Source: an optimization exercise on an open RTL-to-GDS flow (aim: a short achievable clock period and few clock cycles). Production flows keep margins and buffers that such runs may drop. Only simulation tests tie the RTL to the original design; equivalence was not proved. Power is estimated from default activity; no workload was simulated.

==> design.v <==
`timescale 1ns/1ps
module mips(input         clk, reset,
            output [31:0] pc,
            input  [31:0] instr,
            output        memwrite,
            output [31:0] memaddr,
            output [31:0] memwritedata,
            input  [31:0] memreaddata);
  wire shift16, zeroext;
  wire [31:0] instrD;
  wire [31:0] pcplusF, pcplusD, pcplusE, pcbranch;
  wire [31:0] rd0, rd1, rd0D, rd1D, rd0E, rd1E;
  wire [31:0] immD, immE;
  wire regwriteD, regwriteE, regwriteM, regwriteW;
  wire memtoregD, memtoregE, memtoregM, memtoregW;
  wire branch, branchD, branchE;
  wire bneD, bneE;
  wire memwriteD, memwriteE, memwriteM;
  wire [31:0] regdataW;
  wire [3:0] aluopD, aluopE;
  wire [1:0] regdstD, regdstE;
  wire jump, jumpR;
  wire [31:0] aluoutE, aluoutM, aluoutW;
  wire [31:0] writedataE, writedataM;
  wire [31:0] bmuxo, jmuxo;
  wire [31:0] pcS;
  wire [4:0] writeregE, writeregM, writeregW;
  wire [1:0] alusrcAD, alusrcBD, alusrcAE, alusrcBE;
  wire [4:0] rsD, rsE, rtE, rdE;
  wire forwardAD, forwardBD;
  wire [1:0] forwardAE, forwardBE;
  wire [31:0] readdataM, readdataW;
  wire flushE, flushD, stallD, stallF;
  assign rsD = (alusrcAD != 2'b00) ? 5'b0 : instrD[25:21];
  forward_unit fu(.rsD(rsD), .rtD(instrD[20:16]), .rsE(rsE), .rtE(rtE),
                  .writeregM(writeregM), .regwriteM(regwriteM),
                  .writeregW(writeregW), .regwriteW(regwriteW),
                  .forwardAD(forwardAD), .forwardAE(forwardAE),
                  .forwardBD(forwardBD), .forwardBE(forwardBE));
  hazard_unit hu(.rsD(instrD[25:21]), .rtD(instrD[20:16]), .rtE(rtE),
                 .memtoregE(memtoregE), .branch(branch),
                 .jump(jump), .jumpR(jumpR),
                 .regwriteE(regwriteE), .writeregE(writeregE),
                 .regwriteM(regwriteM), .writeregM(writeregM),
                 .stallF(stallF), .stallD(stallD), .flushD(flushD), .flushE(flushE));
  mux2 #(32) Jmux(
    .d0       (pcplusF),
    .d1       ({pcplusD[31:28], instrD[25:0], 2'b00}),
    .s        (jump),
    .y        (jmuxo));
  mux2 #(32) JRmux(
    .d0       (jmuxo),
    .d1       (rd0D),
    .s        (jumpR),
    .y        (bmuxo));
  mux2 #(32) Bmux(
    .d0       (bmuxo),
    .d1       (pcbranch),
    .s        (branch),
    .y        (pcS));
  start_fetch sf(.clk(clk),
                 .reset(reset), .stallF(stallF),
                 .pcS(pcS), .pcF(pc));
  adder pcplus(.a (pc), .b (32'b100), .y (pcplusF));
  fetch_decode fd(.clk(clk), .reset(reset),
                  .stallD  (stallD),
                  .flushD  (flushD),
                  .instrF  (instr),
                  .instrD  (instrD),
                  .pcF     (pcplusF),
                  .pcD     (pcplusD));
  controller c(.op         (instrD[31:26]),
               .funct      (instrD[5:0]),
               .jump       (jump),
               .jumpR      (jumpR),
               .shift16    (shift16),
               .zeroext    (zeroext),
               .regwrite   (regwriteD),
               .memtoreg   (memtoregD),
               .memwrite   (memwriteD),
               .branch     (branchD),
               .bne        (bneD),
               .alucontrol (aluopD),
               .alusrcB    (alusrcBD),
               .alusrcA    (alusrcAD),
               .regdst     (regdstD));
  regfile rf(
    .clk     (clk),
    .we      (regwriteW),
    .ra1     (instrD[25:21]),
    .ra2     (instrD[20:16]),
    .wa      (writeregW),
    .wd      (regdataW),
    .rd1     (rd0),
    .rd2     (rd1));
  wire [31:0] tmp_immD, ext_immD;
  sign_ext signext(
    .a       (instrD[15:0]),
    .y       (tmp_immD));
  mux2 #(32) immzsel(
    .d0      (tmp_immD),
    .d1      ({16'b0, instrD[15:0]}),
    .s       (zeroext),
    .y       (ext_immD));
  mux2 #(32) immdsel(
    .d0      (ext_immD),
    .d1      ({instrD[15:0], 16'b0}),
    .s       (shift16),
    .y       (immD));
  wire [31:0] rdtmp;
  mux4 #(32) rdsrc(
    .d0       (rd0),
    .d1       (32'b0),
    .d2       (32'b0),
    .d3       (32'b0),
    .s        (alusrcAD),
    .y        (rdtmp));
  mux2 #(32) rdsrc0(
    .d0       (rdtmp),
    .d1       (regdataW),
    .s        (forwardAD),
    .y        (rd0D));
  mux2 #(32) rdsrc1(
    .d0       (rd1),
    .d1       (regdataW),
    .s        (forwardBD),
    .y        (rd1D));
  decode_execute de(.clk(clk), .flushE(flushE),
                    .reset(reset),
                    .pcD(pcplusD), .pcE(pcplusE),
                    .immD(immD), .immE(immE),
                    .rsD(rsD), .rsE(rsE),
                    .rtD(instrD[20:16]), .rtE(rtE),
                    .rdD(instrD[15:11]), .rdE(rdE),
                    .rd0D(rd0D), .rd0E(rd0E),
                    .rd1D(rd1D), .rd1E(rd1E),
                    .regwriteD(regwriteD), .regwriteE(regwriteE),
                    .memtoregD(memtoregD), .memtoregE(memtoregE),
                    .memwriteD(memwriteD), .memwriteE(memwriteE),
                    .branchD(branchD), .branchE(branchE),
                    .aluopD(aluopD), .aluopE(aluopE),
                    .alusrcBD(alusrcBD), .alusrcBE(alusrcBE),
                    .regdstD(regdstD), .regdstE(regdstE),
                    .bneD(bneD), .bneE(bneE));
  wire [31:0] srca, srcb;
  mux3 #(32) rd0e(
    .d0   (rd0E),
    .d1   (regdataW),
    .d2   (aluoutM),
    .s    (forwardAE),
    .y    (srca));
  mux3 #(32) rd1e(
    .d0   (rd1E),
    .d1   (regdataW),
    .d2   (aluoutM),
    .s    (forwardBE),
    .y    (writedataE));
  mux3 #(32) rd1ee(
    .d0   (writedataE),
    .d1   (immE),
    .d2   (pcplusE),
    .s    (alusrcBE),
    .y    (srcb));
  alu alu(
    .a       (srca),
    .b       (srcb),
    .alucont (aluopE),
    .result  (aluoutE));
  assign branch = branchE & (bneE ? (aluoutE != 32'b0) : (aluoutE == 32'b0));
  mux4 #(5) wreg(
    .d0   (rtE),
    .d1   (rdE),
    .d2   (5'b11111),
    .d3   (5'b0),
    .s    (regdstE),
    .y    (writeregE));
  adder pcadd(.a (pcplusE), .b ({immE[29:0], 2'b00}), .y (pcbranch));
  execute_memory em(.clk(clk),
                    .reset(reset),
                    .writeregE(writeregE), .writeregM(writeregM),
                    .writedataE(writedataE), .writedataM(writedataM),
                    .aluoutE(aluoutE), .aluoutM(aluoutM),
                    .memwriteE(memwriteE), .memwriteM(memwriteM),
                    .memtoregE(memtoregE), .memtoregM(memtoregM),
                    .regwriteE(regwriteE), .regwriteM(regwriteM));
  assign memwrite = memwriteM;
  assign memaddr = aluoutM;
  assign memwritedata = writedataM;
  assign readdataM = memreaddata;
  memory_wb mw(.clk(clk),
               .reset(reset),
               .regwriteM(regwriteM), .regwriteW(regwriteW),
               .memtoregM(memtoregM), .memtoregW(memtoregW),
               .readdataM(readdataM), .readdataW(readdataW),
               .aluoutM(aluoutM), .aluoutW(aluoutW),
               .writeregM(writeregM), .writeregW(writeregW));
  mux2 #(32) lastmux(
    .d0  (aluoutW),
    .d1  (readdataW),
    .s   (memtoregW),
    .y   (regdataW));
endmodule
module controller(input  [5:0] op, funct,
                  output [3:0] alucontrol,
                  output [1:0] regdst,
                  output [1:0] alusrcA, alusrcB,
                  output       jump, jumpR, regwrite, memtoreg, memwrite,
                  output       branch, bne, shift16, zeroext);
  wire [2:0] aluop;
  maindec md(
    .op       (op),
    .memtoreg (memtoreg),
    .memwrite (memwrite),
    .branch   (branch),
    .bne      (bne),
    .alusrcA  (alusrcA),
    .alusrc   (alusrcB),
    .regdst   (regdst),
    .regwrite (regwrite),
    .jump     (jump),
    .aluop    (aluop),
    .shift16  (shift16),
    .zeroext  (zeroext));
  aludec ad(
    .funct      (funct),
    .aluop      (aluop),
    .jumpR      (jumpR),
    .alucontrol (alucontrol));
endmodule
module maindec(input  [5:0] op,
               output       memtoreg, memwrite,
               output       branch, bne,
               output [1:0] alusrcA,
               output [1:0] alusrc,
               output [1:0] regdst,
               output       regwrite, jump, shift16, zeroext,
               output [2:0] aluop);
  reg [16:0] controls;
  assign {shift16, zeroext, regwrite, regdst, alusrcA, alusrc, branch, bne,
          memwrite, memtoreg, jump, aluop} = controls;
  always @(*)
    case(op)
      6'b000000: controls = 17'b00101000000000100;  
      6'b100011: controls = 17'b00100000100010000;  
      6'b101011: controls = 17'b00000000100100000;  
      6'b000100: controls = 17'b00000000010000001;  
      6'b000101: controls = 17'b00000000011000001;  
      6'b001000,
      6'b001001: controls = 17'b00100000100000000;  
      6'b001010: controls = 17'b00100000100000011;  
      6'b001011: controls = 17'b00100000100000101;  
      6'b001101: controls = 17'b01100000100000010;  
      6'b001111: controls = 17'b10100000100000000;  
      6'b000010: controls = 17'b00000000000001000;  
      6'b000011: controls = 17'b00110011000001000;  
      default:   controls = 17'b00000000000000000;  
    endcase
endmodule
module aludec(input      [5:0] funct,
              input      [2:0] aluop,
              output     jumpR,
              output     [3:0] alucontrol);
  reg [4:0] controls;
  assign {jumpR, alucontrol} = controls;
  always @(*)
    case(aluop)
      3'b000: controls = 5'b00010;   
      3'b001: controls = 5'b00110;   
      3'b010: controls = 5'b00001;   
      3'b011: controls = 5'b01111;   
      3'b101: controls = 5'b00111;   
      3'b100: case(funct)            
          6'b100000,
          6'b100001: controls = 5'b00010;  
          6'b100010,
          6'b100011: controls = 5'b00110;  
          6'b100100: controls = 5'b00000;  
          6'b100101: controls = 5'b00001;  
          6'b001000: controls = 5'b10000;  
          6'b101010: controls = 5'b01111;  
          6'b101011: controls = 5'b00111;  
          default:   controls = 5'b00000;  
        endcase
      default: controls = 5'b00000;
    endcase
endmodule
`timescale 1ns/1ps
module forward_unit (input [4:0] rsD, rtD, rsE, rtE,
                     input regwriteM, regwriteW,
                     input [4:0] writeregM, writeregW,
                     output forwardAD,
                     output forwardBD,
                     output [1:0] forwardAE,
                     output [1:0] forwardBE);
  wire hitM = regwriteM && (writeregM != 5'b0);
  wire hitW = regwriteW && (writeregW != 5'b0);
  assign forwardAE = (hitM && rsE == writeregM) ? 2'b10 :
                     (hitW && rsE == writeregW) ? 2'b01 : 2'b00;
  assign forwardBE = (hitM && rtE == writeregM) ? 2'b10 :
                     (hitW && rtE == writeregW) ? 2'b01 : 2'b00;
  assign forwardAD = hitW && (rsD == writeregW);
  assign forwardBD = hitW && (rtD == writeregW);
endmodule
module hazard_unit (input [4:0] rsD, rtD, rtE,
                    input memtoregE, branch, jump, jumpR,
                    input regwriteE, regwriteM,
                    input [4:0] writeregE, writeregM,
                    output stallF, stallD, flushD, flushE);
  wire lwstall = memtoregE && ((rtE == rsD) || (rtE == rtD));
  wire jrstall = jumpR && ((regwriteE && writeregE != 5'b0 && writeregE == rsD) ||
                           (regwriteM && writeregM != 5'b0 && writeregM == rsD));
  wire stall = (lwstall || jrstall) && !branch;
  assign stallF = stall;
  assign stallD = stall;
  assign flushE = stall || branch;
  assign flushD = branch || ((jump || jumpR) && !stall);
endmodule
module start_fetch(input clk,
                   input reset, stallF,
                   input [31:0] pcS,
                   output reg [31:0] pcF);
  always @(posedge clk)
  begin
    if(reset) pcF <= 32'b0;
    else if (stallF) pcF <= pcF;
    else pcF <= pcS;
  end
endmodule
module fetch_decode(input clk,
                    input reset,
                    input stallD, flushD,
                    input [31:0] pcF,
                    input [31:0] instrF,
                    output reg [31:0] pcD,
                    output reg [31:0] instrD);
  always @(posedge clk)
  begin
    if (reset || flushD) begin
      instrD <= 32'b0;
      pcD <= 32'b0;
    end
    else if (stallD) begin
      instrD <= instrD;
      pcD <= pcD;
    end
    else begin
      instrD <= instrF;
      pcD <= pcF;
    end
  end
endmodule
module decode_execute(input clk,
                      input reset, flushE,
                      input [31:0] pcD, output reg [31:0] pcE,
                      input [31:0] immD, output reg [31:0] immE,
                      input [4:0] rsD, output reg [4:0] rsE,
                      input [4:0] rtD, output reg [4:0] rtE,
                      input [4:0] rdD, output reg [4:0] rdE,
                      input [31:0] rd0D, output reg [31:0] rd0E,
                      input [31:0] rd1D, output reg [31:0] rd1E,
                      input regwriteD, output reg regwriteE,
                      input memtoregD, output reg memtoregE,
                      input memwriteD, output reg memwriteE,
                      input branchD, output reg branchE,
                      input [3:0] aluopD, output reg [3:0] aluopE,
                      input [1:0] alusrcBD, output reg [1:0] alusrcBE,
                      input [1:0] regdstD, output reg [1:0] regdstE,
                      input bneD, output reg bneE);
  always @(posedge clk)
  begin
    if (reset || flushE) begin
      pcE <= 32'b0;
      immE <= 32'b0;
      rsE <= 5'b0;
      rtE <= 5'b0;
      rdE <= 5'b0;
      rd0E <= 32'b0;
      rd1E <= 32'b0;
      regwriteE <= 1'b0;
      memtoregE <= 1'b0;
      memwriteE <= 1'b0;
      branchE <= 1'b0;
      aluopE <= 4'b0;
      alusrcBE <= 2'b0;
      regdstE <= 2'b0;
      bneE <= 1'b0;
    end
    else begin
      pcE <= pcD;
      immE <= immD;
      rsE <= rsD;
      rtE <= rtD;
      rdE <= rdD;
      rd0E <= rd0D;
      rd1E <= rd1D;
      regwriteE <= regwriteD;
      memtoregE <= memtoregD;
      memwriteE <= memwriteD;
      branchE <= branchD;
      aluopE <= aluopD;
      alusrcBE <= alusrcBD;
      regdstE <= regdstD;
      bneE <= bneD;
    end
  end
endmodule
module execute_memory(input clk,
                      input reset,
                      input [4:0] writeregE, output reg [4:0] writeregM,
                      input [31:0] writedataE, output reg [31:0] writedataM,
                      input [31:0] aluoutE, output reg [31:0] aluoutM,
                      input memwriteE, output reg memwriteM,
                      input memtoregE, output reg memtoregM,
                      input regwriteE, output reg regwriteM);
  always @(posedge clk)
  begin
    if (reset) begin
      writeregM <= 5'b0;
      writedataM <= 32'b0;
      aluoutM <= 32'b0;
      memwriteM <= 1'b0;
      memtoregM <= 1'b0;
      regwriteM <= 1'b0;
    end
    else begin
      writeregM <= writeregE;
      writedataM <= writedataE;
      aluoutM <= aluoutE;
      memwriteM <= memwriteE;
      memtoregM <= memtoregE;
      regwriteM <= regwriteE;
    end
  end
endmodule
module memory_wb(input clk,
                 input reset,
                 input regwriteM, output reg regwriteW,
                 input memtoregM, output reg memtoregW,
                 input [31:0] readdataM, output reg [31:0] readdataW,
                 input [31:0] aluoutM, output reg [31:0] aluoutW,
                 input [4:0] writeregM, output reg [4:0] writeregW);
  always @(posedge clk)
  begin
    if (reset) begin
      regwriteW <= 1'b0;
      memtoregW <= 1'b0;
      readdataW <= 32'b0;
      aluoutW <= 32'b0;
      writeregW <= 5'b0;
    end
    else begin
      regwriteW <= regwriteM;
      memtoregW <= memtoregM;
      readdataW <= readdataM;
      aluoutW <= aluoutM;
      writeregW <= writeregM;
    end
  end
endmodule
module regfile(input         clk,
               input         we,
               input  [4:0]  ra1, ra2, wa,
               input  [31:0] wd,
               output [31:0] rd1, rd2);
  reg [31:0] rf[31:0];
  always @(posedge clk)
    if (we) rf[wa] <= wd;
  assign rd1 = (ra1 != 0) ? rf[ra1] : 0;
  assign rd2 = (ra2 != 0) ? rf[ra2] : 0;
endmodule
module alu(input [31:0] a, b,
           input [3:0] alucont,
           output reg [31:0] result);
  wire [31:0] b2;
  wire sltu, slt;
  wire [32:0] sum;
  assign b2 = alucont[2] ? ~b : b;
  assign sum[32:0] = a + b2 + alucont[2];
  assign sltu = ~sum[32];
  assign slt = (a[31] != b[31]) ? a[31] : sum[31];
  always@(*)
    case(alucont[1:0])
      2'b00: result = a & b;
      2'b01: result = a | b;
      2'b10: result = sum[31:0];
      2'b11: result = {31'b0, alucont[3] ? slt : sltu};
    endcase
endmodule
module adder(input [31:0] a, b,
             output [31:0] y);
  assign y = a + b;
endmodule
module sign_ext(input [15:0] a,
                output [31:0] y);
  assign y = {{16{a[15]}}, a[15:0]};
endmodule
module mux2 #(parameter WIDTH = 8)
             (input  [WIDTH-1:0] d0, d1,
              input              s,
              output [WIDTH-1:0] y);
  assign y = s ? d1 : d0;
endmodule
module mux3 #(parameter WIDTH = 8)
              (input [WIDTH-1:0] d0, d1, d2,
               input [1:0] s,
               output reg [WIDTH-1:0] y);
  always @(*)
    case (s)
      2'b00: y = d0;
      2'b01: y = d1;
      default: y = d2;
    endcase
endmodule
module mux4 #(parameter WIDTH = 8)
              (input [WIDTH-1:0] d0, d1, d2, d3,
               input [1:0] s,
               output reg [WIDTH-1:0] y);
  always @(*)
    case (s)
      2'b00: y = d0;
      2'b01: y = d1;
      2'b10: y = d2;
      2'b11: y = d3;
    endcase
endmodule
==> run.sh <==
#!/bin/bash
# synth_recipe.tcl (not shown) runs the flow's synth.tcl, then flattens the netlist and writes it again
# the make line also repeats each setting of config.mk as NAME=value (left out here)
make -C /OpenROAD-flow-scripts/flow DESIGN_CONFIG=/design/flow/config.mk WORK_HOME=/design/flow/orfs CLKGATE_MAP_FILE= SYNTH_SCRIPT=/design/flow/synth_recipe.tcl finish
==> config.mk <==
export PLATFORM = sky130hd
export DESIGN_NAME = mips
export DESIGN_NICKNAME = mips
export VERILOG_FILES = /design/flow/design.v
export SDC_FILE = /design/flow/constraint.sdc
export NUM_CORES = 4
export LEC_CHECK = 0
export CAP_MARGIN = 20
export CORE_MARGIN = 2
export CORE_UTILIZATION = 40
export SLEW_MARGIN = 20
==> constraint.sdc <==
create_clock -name core_clock -period 7.5 [get_ports {clk}]
set_input_delay 1.5000 -clock core_clock [delete_from_list [all_inputs] [get_ports {clk}]]
set_output_delay 1.5000 -clock core_clock [all_outputs]
set_load 0.01 [all_outputs]
==> run summary <==
The cell area after synthesis is 68600 um2. The final setup TNS is 0 ps. The worst setup margin is 306 ps. From left edge to right edge, the die measures 418 um. The number of nets with antenna violations after routing is 0. The nature of the critical path endpoint is a flop. The number of fillers in the final layout came out at 14600. The post-detailed-placement half-perimeter wirelength came out at 150 mm. The required time reported for the critical path endpoint is 8230 ps. The average size of a mapped cell came out at 14.7 um2. The maximum clock insertion buffer count came out at 3. The power density over cell area is 236 nW/um2. The number of global-route vias before repair came to 44600. The sequential element share of the synthesized area is 0.571. The largest individual stage delay along the critical path comes from the cell or4_4.

For this configuration, the core starts out at a cell density of 0.404. The core footprint is 170000 um2. The area growth from synthesis to layout is 17.0%.

The overall routing resource usage came out at 0.267. The clock tree from TritonCTS is built. The first global-routing pass estimated 332 mm of wire. The dominant combinational cell family by area after synthesis is multiplexers.

By startpoint and endpoint, the worst setup path is classified as flop to flop. The peak fanout along the critical path is 16. The post-placement worst setup slack is -202 ps. The largest voltage drop on the vdd net came out at 0.177 mV. The post-detailed-placement cell area is 74900 um2.

The number of DRC markers after the initial detailed-route iteration came out at 5710. The count of nets after finishing is 5149. The final critical-path share of the clock period came out at 0.959. In this run the number of H-tree levels came out at 4.

The share of synthesized cell area in full adder, half adder and majority cells is 0.0158. The tightest hold margin is 412 ps. The vias after detailed routing is 45400. The area share of and/or/nand/nor cells after synthesis came out at 0.0694. The synthesized design spends more area on one cell type than any other, namely edfxtp_1. The synthesized-area fraction occupied by xor and xnor cells is 0.0176. The routed design could run at a clock period as short as 7190 ps. For the worst-skew pair, the clock arrives at the later sink with an insertion delay of 830 ps.

The fraction of the mapped netlist area in compound gates was 0.0651. The number of top-level pins came out at 163. In the routed design, unresolved DRC markers number 0. Yosys mapped a number of flops with a built-in enable equal to 1024.

The iteration count of the initial detailed-routing pass came out at 6. The cell count after synthesis is 4665. After floorplanning, the core was divided into 151 placement rows.

Among all cell types in the netlist, the one instantiated most often is edfxtp_1. The total wire length after detailed routing came out at 235 mm. The initial antenna violation count came out at 8. The arrival time of the worst setup path is 7920 ps. In the routed layout, each cell is associated on average with a via count of 6.17. The clock skew after layout is 35.1 ps. The count of pins over their slew limit is 0. The clock transition at the registers of the reported paths is 60 ps. The number of violations of the max-capacitance limit is 0. The floorplan step defined a die boundary enclosing 175000 um2. The most frequent cell on the critical path is buf_4.

The multiplexer share of the synthesized area came out at 0.234. The run finished with no timing, DRC or antenna violations. For this run, the top clock speed supported by timing is 0.139 GHz. Dividing the detail-routed wire length by the instance count gives 31.9 um. For this run, asynchronously set or reset flops after synthesis account for 0. The tree is rooted in a clkbuf_16. The commonest cells after synthesis are 1024 x edfxtp_1, 640 x mux4_2, 455 x nor2_1. The reported leakage power is 27.0 nW. The count of unique library cells instantiated by Yosys is 97. Yosys printed 12 warnings.

The number of hold-slack violations in the final timing report is 0. The final setup violation count came out at 0. Among all flip-flop cells after synthesis, the most frequent one is edfxtp_1. The total overflow left after global routing is 0.

The total non-filler cell area in the finished layout came out at 80200 um2. In this design, the stage delay of the slowest critical-path cell is 580 ps. Setup repair after global routing left no endpoint under its margin.

The actual slew at the worst max-slew pin came out at 1080 ps. The share of Yosys cell area claimed by the top area cell type came out at 0.448. When the netlist entered floorplanning its net count stood at 4800. The floorplan step set the die height to 418 um.

The largest net degree at the start of global routing came out at 110. The clock sink count came out at 1442. The quantity of I/O buffers inserted on ports came out at 162. The tightest min-delay check is of the flop to flop type. The fraction of layout cells with a size suffix above 1 is 0.267.

The worst setup path is launched from a flop. Yosys attributes the largest share of cell area to edfxtp_1 45%, mux4_2 21%, dfxtp_1 12%. In this run, synthesis produced a sequential element count of 1442.

The worst relative slew slack is 0.274. The number of clock buffers inserted by TritonCTS came out at 153. The congestion estimate from routability-driven global placement came to 0.975.
[cell usage in the layout, fill, tap and decap left out, types with 16 or more instances in the layout]
master and instances:
nor2b_1 76, nand2_1 200, clkdlybuf4s50_1 161, and2_1 43
a21oi_1 195, a211oi_1 51, ha_1 65, clkbuf_1 34
nor2_1 417, maj3_1 18, nand4_1 24, mux4_2 640
nand3_1 66, o211ai_1 21, clkbuf_16 157, edfxtp_1 1024
o21a_1 18, xor2_1 64, nor2_4 36, a31oi_1 16
dfxtp_1 403, o21ai_0 141, clkinv_2 25, inv_1 141
a21o_1 24, buf_4 343, buf_12 18, mux2i_1 141
clkinv_1 23, xnor2_1 72, nor3_1 60, and3_1 20
o22a_1 62, mux2_2 22
[final timing paths]
path | start | endpoint | slack [ps] | cells past startpoint
worst max register to register | mw.writeregW[2] | c.md.controls[14] | 310 | 31
worst min-delay path | c.md.controls[7] | de.branchE | 410 | 2
worst max-delay path | mw.writeregW[2] | c.md.controls[14] | 310 | 31
worst min register to register | c.md.controls[7] | de.branchE | 410 | 2
[cell families (layout without fill, tap and decap cells)]
logic type	Yosys count	count (layout)
buf+inv	477	950
other cells	0	5
xor+xnor	138	138
fa+ha+maj	89	89
mux	803	803
flops	1442	1442
simple gates	1035	1035
compound gates	681	681
[power by group]
| group | internal, W | total (W) | switching (W) | leakage, nW |
|---|---|---|---|---|
| Combinational | 0.00107 | 0.00248 | 0.00141 | 11.7 |
| Sequential | 0.00867 | 0.00887 | 0.000195 | 12.9 |
| Clock | 0.00428 | 0.00759 | 0.00330 | 2.44 |
| Total | 0.0140 | 0.0189 | 0.00491 | 27.0 |
[stage by stage]
stage / utilization / total power (W) / instances
floorplan: - / 0.0104 / 4665
global placement: 0.441 / 0.0114 / 7069
detailed placement: 0.441 / 0.0114 / 7069
CTS: 0.471 / 0.0190 / 7349
global route: 0.472 / 0.0195 / 7358
finish: 0.472 / 0.0189 / 7361
[routing by layer]
layer	track usage	share of wire	up-vias
met1	0.359	0.39	23600
li1	-	-	19000
met4	0.119	0.050	8
met2	0.421	0.46	2293
met5	0	0.00025	-
met3	0.0534	0.090	499
[worst max-delay path: cells and delay by family, from the launching register on]
family          cells  cell delay, ps
simple gates       13            3010
compound gates      9            2010
mux                 1             140
fa+ha+maj           2             550
buf+inv             6            1040
flops               1             310
[sequential cells by signal, indices dropped and copies added, names as in the netlist, 2 cells and up, named ones only]
register,count
rf.rf,1024
de.immE,32
de.pcE,32
de.rd0E,32
de.rd1E,32
em.aluoutM,32
em.writedataM,32
fd.instrD,32
fd.pcD,32
mw.aluoutW,32
mw.readdataW,32
sf.pcF,32
c.md.controls,14
de.rdE,5
de.rsE,5
de.rtE,5
em.writeregM,5
mw.writeregW,5
de.aluopE,4
de.alusrcBE,2
[repair_timing]
action | CTS | global route
gates cloned | 0 | 0
setup buffers | 1 | 7
resized for setup | 5 | 44
pin swaps | 2 | 12
hold buffers | 0 | 0
setup endpoints to repair | 13 | 73
[layout make-up]
class / count / area [um2] / area share
clock inverters: 79 / 856 / 0.0107
well taps: 2218 / 2780 / 0.0346
repair buffers: 526 / 4590 / 0.0573
inverters: 145 / 544 / 0.00679
diodes: 5 / 12.5 / 0.000156
multi-input cells: 2746 / 28100 / 0.350
flip-flops and latches: 1442 / 39200 / 0.488
clock buffers: 200 / 4170 / 0.0520
Testbench counts, summed over its fixed seeds: cycles 22,749.

==> separate check: timing with driven ports <==
How much do the figures lean on ideal ports? The routed layout below was timed once more, with nothing changed but the port constraints.
Step 1: set_driving_cell puts a clkbuf_16 on clk and a buf_2 on each other input, an assumption about the parent block.
Step 2 also shifts input and output timing later by t, the mid clock arrival at the registers, as if the neighbouring blocks saw the same clock.
Slacks: no drivers / after step 1 / after step 2; pairs: no drivers / after step 1.
t, ns: 0.885
setup WS [ns]: 0.306 / 0.306 / 0.306
hold slack, ns: 0.412 / 0.412 / 0.412
worst register clock-pin slew, ns: 0.06 / 0.06
After both steps setup and hold are still met in this run. The setup slack of this run moves by 0.000 ns with the drivers and by 0.000 ns with both steps.
